This is an optimization exercise on Yosys and OpenROAD, whose aim is small area and a short achievable clock period, not a production implementation. Where RTL was checked, it was by simulation tests only, not by an equivalence proof against the original.

==> flow/design.v (excerpt) <==
module IEEE754_Mult
(
	input clock,
	input resetn,
	input [31:0] a,
	input [31:0] b,
	output [31:0] y
);
export LEC_CHECK = 0
export CAP_MARGIN = 20
export CORE_MARGIN = 2
export CORE_UTILIZATION = 40
export CTS_BUF_LIST = sky130_fd_sc_hd__clkbuf_8 sky130_fd_sc_hd__clkbuf_16
export SETUP_SLACK_MARGIN = 5
export SLEW_MARGIN = 20
export SYNTH_HIERARCHICAL = 1
create_clock -name core_clock -period 11.0 [get_ports {clock}]
standard.sh (not shown) runs the stock make flow with config.mk's settings and CLKGATE_MAP_FILE= SYNTH_SCRIPT=/design/flow/synth_recipe.tcl, a recipe that flattens the netlist after the stock synthesis.
==> flow/flow/run.sh <==
#!/bin/bash
set -euo pipefail
bash standard.sh SETUP_SLACK_MARGIN=7 TNS_END_PERCENT=1 "BUFFER_PORTS_ARGS=-buffer_cell sky130_fd_sc_hd__buf_2"  finish > standard.log 2>&1
Edit:
--- a/flow/design.v
+++ b/flow/design.v
@@ -1061,47 +1061,52 @@
 		bs2 <= b2_s[4:0];
 		bg2 <= b2_s[5];
 		bp2 <= &({c885, c883, c881, c879, c877} ^ {s886, s884, s882, s880, s878});
 		bs3 <= b3_s[4:0];
 		bg3 <= b3_s[5];
 		bp3 <= &({c895, c893, c891, c889, c887} ^ {s896, s894, s892, s890, s888});
 		bs4 <= b4_s[4:0];
 	end
 	wire cb0 = c23;
-	wire r0_0 = bs0[0] ^ cb0;
-	wire r0_1 = bs0[1] ^ (cb0 & (&bs0[0:0]));
-	wire r0_2 = bs0[2] ^ (cb0 & (&bs0[1:0]));
-	wire r0_3 = bs0[3] ^ (cb0 & (&bs0[2:0]));
-	wire r0_4 = bs0[4] ^ (cb0 & (&bs0[3:0]));
+	wire [4:0] bi0 = bs0 + 5'd1;
+	wire r0_0 = cb0 ? bi0[0] : bs0[0];
+	wire r0_1 = cb0 ? bi0[1] : bs0[1];
+	wire r0_2 = cb0 ? bi0[2] : bs0[2];
+	wire r0_3 = cb0 ? bi0[3] : bs0[3];
+	wire r0_4 = cb0 ? bi0[4] : bs0[4];
 	wire cb1 = bg0 | (cb0 & bp0);
-	wire r1_0 = bs1[0] ^ cb1;
-	wire r1_1 = bs1[1] ^ (cb1 & (&bs1[0:0]));
-	wire r1_2 = bs1[2] ^ (cb1 & (&bs1[1:0]));
-	wire r1_3 = bs1[3] ^ (cb1 & (&bs1[2:0]));
-	wire r1_4 = bs1[4] ^ (cb1 & (&bs1[3:0]));
+	wire [4:0] bi1 = bs1 + 5'd1;
+	wire r1_0 = cb1 ? bi1[0] : bs1[0];
+	wire r1_1 = cb1 ? bi1[1] : bs1[1];
+	wire r1_2 = cb1 ? bi1[2] : bs1[2];
+	wire r1_3 = cb1 ? bi1[3] : bs1[3];
+	wire r1_4 = cb1 ? bi1[4] : bs1[4];
 	wire cb2 = bg1 | (cb1 & bp1);
-	wire r2_0 = bs2[0] ^ cb2;
-	wire r2_1 = bs2[1] ^ (cb2 & (&bs2[0:0]));
-	wire r2_2 = bs2[2] ^ (cb2 & (&bs2[1:0]));
-	wire r2_3 = bs2[3] ^ (cb2 & (&bs2[2:0]));
-	wire r2_4 = bs2[4] ^ (cb2 & (&bs2[3:0]));
+	wire [4:0] bi2 = bs2 + 5'd1;
+	wire r2_0 = cb2 ? bi2[0] : bs2[0];
+	wire r2_1 = cb2 ? bi2[1] : bs2[1];
+	wire r2_2 = cb2 ? bi2[2] : bs2[2];
+	wire r2_3 = cb2 ? bi2[3] : bs2[3];
+	wire r2_4 = cb2 ? bi2[4] : bs2[4];
 	wire cb3 = bg2 | (cb2 & bp2);
-	wire r3_0 = bs3[0] ^ cb3;
-	wire r3_1 = bs3[1] ^ (cb3 & (&bs3[0:0]));
-	wire r3_2 = bs3[2] ^ (cb3 & (&bs3[1:0]));
-	wire r3_3 = bs3[3] ^ (cb3 & (&bs3[2:0]));
-	wire r3_4 = bs3[4] ^ (cb3 & (&bs3[3:0]));
+	wire [4:0] bi3 = bs3 + 5'd1;
+	wire r3_0 = cb3 ? bi3[0] : bs3[0];
+	wire r3_1 = cb3 ? bi3[1] : bs3[1];
+	wire r3_2 = cb3 ? bi3[2] : bs3[2];
+	wire r3_3 = cb3 ? bi3[3] : bs3[3];
+	wire r3_4 = cb3 ? bi3[4] : bs3[4];
 	wire cb4 = bg3 | (cb3 & bp3);
-	wire r4_0 = bs4[0] ^ cb4;
-	wire r4_1 = bs4[1] ^ (cb4 & (&bs4[0:0]));
-	wire r4_2 = bs4[2] ^ (cb4 & (&bs4[1:0]));
-	wire r4_3 = bs4[3] ^ (cb4 & (&bs4[2:0]));
-	wire r4_4 = bs4[4] ^ (cb4 & (&bs4[3:0]));
+	wire [4:0] bi4 = bs4 + 5'd1;
+	wire r4_0 = cb4 ? bi4[0] : bs4[0];
+	wire r4_1 = cb4 ? bi4[1] : bs4[1];
+	wire r4_2 = cb4 ? bi4[2] : bs4[2];
+	wire r4_3 = cb4 ? bi4[3] : bs4[3];
+	wire r4_4 = cb4 ? bi4[4] : bs4[4];
 	wire [24:0] m2 = {r4_4, r4_3, r4_2, r4_1, r4_0, r3_4, r3_3, r3_2, r3_1, r3_0, r2_4, r2_3, r2_2, r2_1, r2_0, r1_4, r1_3, r1_2, r1_1, r1_0, r0_4, r0_3, r0_2, r0_1, r0_0};
 	wire [7:0]  e2p1 = e2 + 8'd1;
 	wire        sh = m2[24] & ~z2;
 	wire        nsh = ~m2[24] & ~z2;
 	wire [7:0]  ey = ({8{sh}} & e2p1) | ({8{nsh}} & e2);
 	wire [22:0] my = ({23{sh}} & m2[23:1]) | ({23{nsh}} & m2[22:0]);
 	assign y = {s2 & ~z2, ey, my};
 endmodule
 module fa (input a, input b, input c, output s, output co);
The changed run completed without violations.
Global-route usage is lower by 0.30 points.
Worst setup slack gains 0.088 ns.
Fmax is higher by 1.9%.
First-iteration DRC count rose by about 13%.
Routed wire length came out higher by about 0.46%.
Utilization stays flat.
No functional check of the RTL was part of the first run of this note.

========
IEEE754_Mult, a different RTL version from the one above (not shown whole).
Size in the first run: roughly 110 flip-flops, about 98 I/O pins, about 16000 sq um of cells after synthesis.
Settings: LEC_CHECK=0, CAP_MARGIN=20, CORE_MARGIN=2, CORE_UTILIZATION=40, CTS_BUF_LIST=sky130_fd_sc_hd__clkbuf_4 sky130_fd_sc_hd__clkbuf_8, SETUP_SLACK_MARGIN=5, SLEW_MARGIN=20, SYNTH_HIERARCHICAL=1; clock period 11.0 ns.
Scripts as last shown in full above: flow/flow/run.sh
The first run passed the timing, design-rule and antenna checks.
Next try:
--- a/flow/design.v
+++ b/flow/design.v
@@ -987,49 +987,54 @@
 		bp1 <= &({c875, c873, c871, c869, c867} ^ {s876, s874, s872, s870, s868});
 		bs2 <= b2_s[4:0];
 		bg2 <= b2_s[5];
 		bp2 <= &({c885, c883, c881, c879, c877} ^ {s886, s884, s882, s880, s878});
 		bs3 <= b3_s[4:0];
 		bg3 <= b3_s[5];
 		bp3 <= &({c895, c893, c891, c889, c887} ^ {s896, s894, s892, s890, s888});
 		bs4 <= b4_s[4:0];
 	end
 	wire cb0 = lg1 | (lp1 & lg0);
-	wire r0_0 = bs0[0] ^ cb0;
-	wire r0_1 = bs0[1] ^ (cb0 & (&bs0[0:0]));
-	wire r0_2 = bs0[2] ^ (cb0 & (&bs0[1:0]));
-	wire r0_3 = bs0[3] ^ (cb0 & (&bs0[2:0]));
-	wire r0_4 = bs0[4] ^ (cb0 & (&bs0[3:0]));
+	wire [4:0] bi0 = bs0 + 5'd1;
+	wire r0_0 = cb0 ? bi0[0] : bs0[0];
+	wire r0_1 = cb0 ? bi0[1] : bs0[1];
+	wire r0_2 = cb0 ? bi0[2] : bs0[2];
+	wire r0_3 = cb0 ? bi0[3] : bs0[3];
+	wire r0_4 = cb0 ? bi0[4] : bs0[4];
 	wire cb1 = bg0 | (cb0 & bp0);
-	wire r1_0 = bs1[0] ^ cb1;
-	wire r1_1 = bs1[1] ^ (cb1 & (&bs1[0:0]));
-	wire r1_2 = bs1[2] ^ (cb1 & (&bs1[1:0]));
-	wire r1_3 = bs1[3] ^ (cb1 & (&bs1[2:0]));
-	wire r1_4 = bs1[4] ^ (cb1 & (&bs1[3:0]));
+	wire [4:0] bi1 = bs1 + 5'd1;
+	wire r1_0 = cb1 ? bi1[0] : bs1[0];
+	wire r1_1 = cb1 ? bi1[1] : bs1[1];
+	wire r1_2 = cb1 ? bi1[2] : bs1[2];
+	wire r1_3 = cb1 ? bi1[3] : bs1[3];
+	wire r1_4 = cb1 ? bi1[4] : bs1[4];
 	wire cb2 = bg1 | (cb1 & bp1);
-	wire r2_0 = bs2[0] ^ cb2;
-	wire r2_1 = bs2[1] ^ (cb2 & (&bs2[0:0]));
-	wire r2_2 = bs2[2] ^ (cb2 & (&bs2[1:0]));
-	wire r2_3 = bs2[3] ^ (cb2 & (&bs2[2:0]));
-	wire r2_4 = bs2[4] ^ (cb2 & (&bs2[3:0]));
+	wire [4:0] bi2 = bs2 + 5'd1;
+	wire r2_0 = cb2 ? bi2[0] : bs2[0];
+	wire r2_1 = cb2 ? bi2[1] : bs2[1];
+	wire r2_2 = cb2 ? bi2[2] : bs2[2];
+	wire r2_3 = cb2 ? bi2[3] : bs2[3];
+	wire r2_4 = cb2 ? bi2[4] : bs2[4];
 	wire cb3 = bg2 | (cb2 & bp2);
-	wire r3_0 = bs3[0] ^ cb3;
-	wire r3_1 = bs3[1] ^ (cb3 & (&bs3[0:0]));
-	wire r3_2 = bs3[2] ^ (cb3 & (&bs3[1:0]));
-	wire r3_3 = bs3[3] ^ (cb3 & (&bs3[2:0]));
-	wire r3_4 = bs3[4] ^ (cb3 & (&bs3[3:0]));
+	wire [4:0] bi3 = bs3 + 5'd1;
+	wire r3_0 = cb3 ? bi3[0] : bs3[0];
+	wire r3_1 = cb3 ? bi3[1] : bs3[1];
+	wire r3_2 = cb3 ? bi3[2] : bs3[2];
+	wire r3_3 = cb3 ? bi3[3] : bs3[3];
+	wire r3_4 = cb3 ? bi3[4] : bs3[4];
 	wire cb4 = bg3 | (cb3 & bp3);
-	wire r4_0 = bs4[0] ^ cb4;
-	wire r4_1 = bs4[1] ^ (cb4 & (&bs4[0:0]));
-	wire r4_2 = bs4[2] ^ (cb4 & (&bs4[1:0]));
-	wire r4_3 = bs4[3] ^ (cb4 & (&bs4[2:0]));
-	wire r4_4 = bs4[4] ^ (cb4 & (&bs4[3:0]));
+	wire [4:0] bi4 = bs4 + 5'd1;
+	wire r4_0 = cb4 ? bi4[0] : bs4[0];
+	wire r4_1 = cb4 ? bi4[1] : bs4[1];
+	wire r4_2 = cb4 ? bi4[2] : bs4[2];
+	wire r4_3 = cb4 ? bi4[3] : bs4[3];
+	wire r4_4 = cb4 ? bi4[4] : bs4[4];
 	wire [24:0] m2 = {r4_4, r4_3, r4_2, r4_1, r4_0, r3_4, r3_3, r3_2, r3_1, r3_0, r2_4, r2_3, r2_2, r2_1, r2_0, r1_4, r1_3, r1_2, r1_1, r1_0, r0_4, r0_3, r0_2, r0_1, r0_0};
 	wire [7:0]  e2p1 = e2 + 8'd1;
 	wire [7:0]  ey = m2[24] ? e2p1 : e2;
 	wire [22:0] my = m2[24] ? m2[23:1] : m2[22:0];
 	assign y = z2 ? 32'h00000000 : {s2, ey, my};
 endmodule
 module fa (input a, input b, input c, output s, output co);
 	assign s = a ^ b ^ c;
 	assign co = (a & b) | (a & c) | (b & c);
 endmodule
Synthesized area increases by 0.55%; die area came out higher by 0.54%; worst hold slack loses 12 ps; routed wire length rises by 4.9%; count of clock-buffer cells in the layout is unchanged; worst setup slack loses 74 ps; utilization stays flat; clock skew climbs by 8.6 ps; global-route usage increases by 1.1 points; non-clock buffer count decreases by 2; via count came out higher by 2.7%; register-to-register slack got worse by 40 ps; final cell count is higher by 0.89%.
No functional check of the RTL was part of the second run of this note.

========
Setup of AL:
IEEE754_Mult, a different RTL version from the one above (not shown whole).
For scale: roughly 1600 cells after synthesis, ~120 flip-flops.
// IEEE754_Mult
module IEEE754_Mult
(
	input clock,
	input resetn,
	input [31:0] a,
	input [31:0] b,
	output [31:0] y
);
Settings: LEC_CHECK=0, CAP_MARGIN=20, CORE_MARGIN=2, CORE_UTILIZATION=40, CTS_BUF_LIST=sky130_fd_sc_hd__clkbuf_8 sky130_fd_sc_hd__clkbuf_16, SETUP_SLACK_MARGIN=5, SLEW_MARGIN=20, SYNTH_HIERARCHICAL=1; clock period 11.0 ns.
Scripts as last shown in full above: flow/flow/run.sh
AL: full flow OK, the timing, design-rule and antenna checks passed
> inputs changed (AL -> JK)
--- a/flow/design.v
+++ b/flow/design.v
@@ -1018,46 +1018,32 @@
 	wire lG971 = lG953 | (lT954 & lG952);
 	wire lG972 = lG955 | (lT956 & lG952);
 	wire lG973 = lG957 | (lT958 & lG952);
 	wire lG974 = lG959 | (lT960 & lG952);
 	wire lG975 = lo_g[16] | (lo_t[16] & lG974);
 	wire lG976 = lG923 | (lT924 & lG974);
 	wire lG977 = lG943 | (lT944 & lG974);
 	wire lG978 = lG945 | (lT946 & lG974);
 	wire lG979 = lG961 | (lT962 & lG974);
 	wire lG980 = lG963 | (lT964 & lG974);
 	wire lG981 = lG965 | (lT966 & lG974);
-	wire lG982 = lo_g[16] | (lo_t[16] & lG941);
-	wire lT983 = lo_t[16] & lT942;
-	wire lG984 = lG923 | (lT924 & lG941);
-	wire lT985 = lT924 & lT942;
-	wire lG986 = lG943 | (lT944 & lG941);
-	wire lT987 = lT944 & lT942;
-	wire lG988 = lG945 | (lT946 & lG941);
-	wire lT989 = lT946 & lT942;
-	wire lG990 = lo_g[20] | (lo_t[20] & lG988);
-	wire lT991 = lo_t[20] & lT989;
-	wire lG992 = lG927 | (lT928 & lG988);
-	wire lT993 = lT928 & lT989;
-	wire lG994 = lG947 | (lT948 & lG988);
-	wire lT995 = lT948 & lT989;
 	wire [4:0] b0_s = {1'b0, c863, c861, c859, c857} + {1'b0, s864, s862, s860, s858};
 	wire [4:0] b1_s = {1'b0, c871, c869, c867, c865} + {1'b0, s872, s870, s868, s866};
 	wire [4:0] b2_s = {1'b0, c879, c877, c875, c873} + {1'b0, s880, s878, s876, s874};
 	wire [4:0] b3_s = {1'b0, c887, c885, c883, c881} + {1'b0, s888, s886, s884, s882};
 	wire [4:0] b4_s = {1'b0, c895, c893, c891, c889} + {1'b0, s896, s894, s892, s890};
 	wire [4:0] b5_s = {1'b0, c903, c901, c899, c897} + {1'b0, s904, s902, s900, s898};
 	wire [1:0] b6_s = {1'b0, c905} + {1'b0, s906};
 	reg        z2, s2;
 	reg [7:0]  e2;
-	reg lg0, lg1, lp1;
+	reg c23;
 	reg [3:0] bs0;
 	reg bg0;
 	reg bp0;
 	reg [3:0] bs1;
 	reg bg1;
 	reg bp1;
 	reg [3:0] bs2;
 	reg bg2;
 	reg bp2;
 	reg [3:0] bs3;
 	reg bg3;
@@ -1065,46 +1051,44 @@
 	reg [3:0] bs4;
 	reg bg4;
 	reg bp4;
 	reg [3:0] bs5;
 	reg bg5;
 	reg bp5;
 	reg [0:0] bs6;
 	always @(posedge clock) begin
 		z2 <= !resetn || z1;
 		s2 <= s1;
 		e2 <= e1;
-		lg0 <= lG970;
-		lg1 <= lG994;
-		lp1 <= lT995;
+		c23 <= lG981;
 		bs0 <= b0_s[3:0];
 		bg0 <= b0_s[4];
 		bp0 <= &({c863, c861, c859, c857} ^ {s864, s862, s860, s858});
 		bs1 <= b1_s[3:0];
 		bg1 <= b1_s[4];
 		bp1 <= &({c871, c869, c867, c865} ^ {s872, s870, s868, s866});
 		bs2 <= b2_s[3:0];
 		bg2 <= b2_s[4];
 		bp2 <= &({c879, c877, c875, c873} ^ {s880, s878, s876, s874});
 		bs3 <= b3_s[3:0];
 		bg3 <= b3_s[4];
 		bp3 <= &({c887, c885, c883, c881} ^ {s888, s886, s884, s882});
 		bs4 <= b4_s[3:0];
 		bg4 <= b4_s[4];
 		bp4 <= &({c895, c893, c891, c889} ^ {s896, s894, s892, s890});
 		bs5 <= b5_s[3:0];
 		bg5 <= b5_s[4];
 		bp5 <= &({c903, c901, c899, c897} ^ {s904, s902, s900, s898});
 		bs6 <= b6_s[0:0];
 	end
-	wire cb0 = lg1 | (lp1 & lg0);
+	wire cb0 = c23;
 	wire [3:0] bi0 = bs0 + 4'd1;
 	wire r0_0 = cb0 ? bi0[0] : bs0[0];
 	wire r0_1 = cb0 ? bi0[1] : bs0[1];
 	wire r0_2 = cb0 ? bi0[2] : bs0[2];
 	wire r0_3 = cb0 ? bi0[3] : bs0[3];
 	wire cb1 = bg0 | (cb0 & bp0);
 	wire [3:0] bi1 = bs1 + 4'd1;
 	wire r1_0 = cb1 ? bi1[0] : bs1[0];
 	wire r1_1 = cb1 ? bi1[1] : bs1[1];
 	wire r1_2 = cb1 ? bi1[2] : bs1[2];
 	wire r1_3 = cb1 ? bi1[3] : bs1[3];
[summary]
The final layout from JK, which completed every stage, passed the timing, design-rule and antenna checks at the end of the flow.
The synthesized-area fraction occupied by ao, oa, aoi and oai cells number comes out lower for AL vs JK.
met3 routing resource usage after global routing in JK is 1.1 points above AL.
When JK is measured against AL, its total number of cells along the worst setup path turns out 5 higher.
AL -> JK: total nets after synthesis increased slightly
Utilization AL -> JK: up
Summary of JK over AL: final area now larger, count of clock-buffer cells in the layout shrank by 1, multi-input gate count higher.
Function was not checked in any run of this note: the RTL went through the layout flow alone.

-- port drivers added, routing unchanged --
No port has a modelled driver above. Below, the same layouts with a new extraction and two added sets of constraints.
Step 1 (the two cells are an assumption about what drives the block):
set clk [get_ports {clock}]
set_driving_cell -lib_cell sky130_fd_sc_hd__clkbuf_16 $clk
set_driving_cell -lib_cell sky130_fd_sc_hd__buf_2 [delete_from_list [all_inputs] $clk]
Step 2 moves the port delays by t, midway between the first and last clock arrival at a register: inputs arrive t later, outputs are due t later. That takes back most of the time a late clock gives input paths.
a / b / c = ideal / step 1 / step 2; a / b = the first two.
run | shift t [ns] | setup WS [ns] | worst register clock-pin slew, ns
the first run of note 1 | 0.426 | 6.345 / 6.297 / 6.451 | 0.09 / 0.09
the second run of note 1 | 0.406 | 6.433 / 6.387 / 6.509 | 0.09 / 0.09
the first run of note 2 | 0.483 | 6.335 / 6.294 / 6.358 | 0.09 / 0.09
the second run of note 2 | 0.500 | 6.261 / 6.219 / 6.324 | 0.10 / 0.10
AL | 0.489 | 6.179 / 6.125 / 6.298 | 0.08 / 0.08
JK | 0.465 | 6.529 / 6.506 / 6.529 | 0.07 / 0.07
After both steps setup and hold are still met in every run listed.
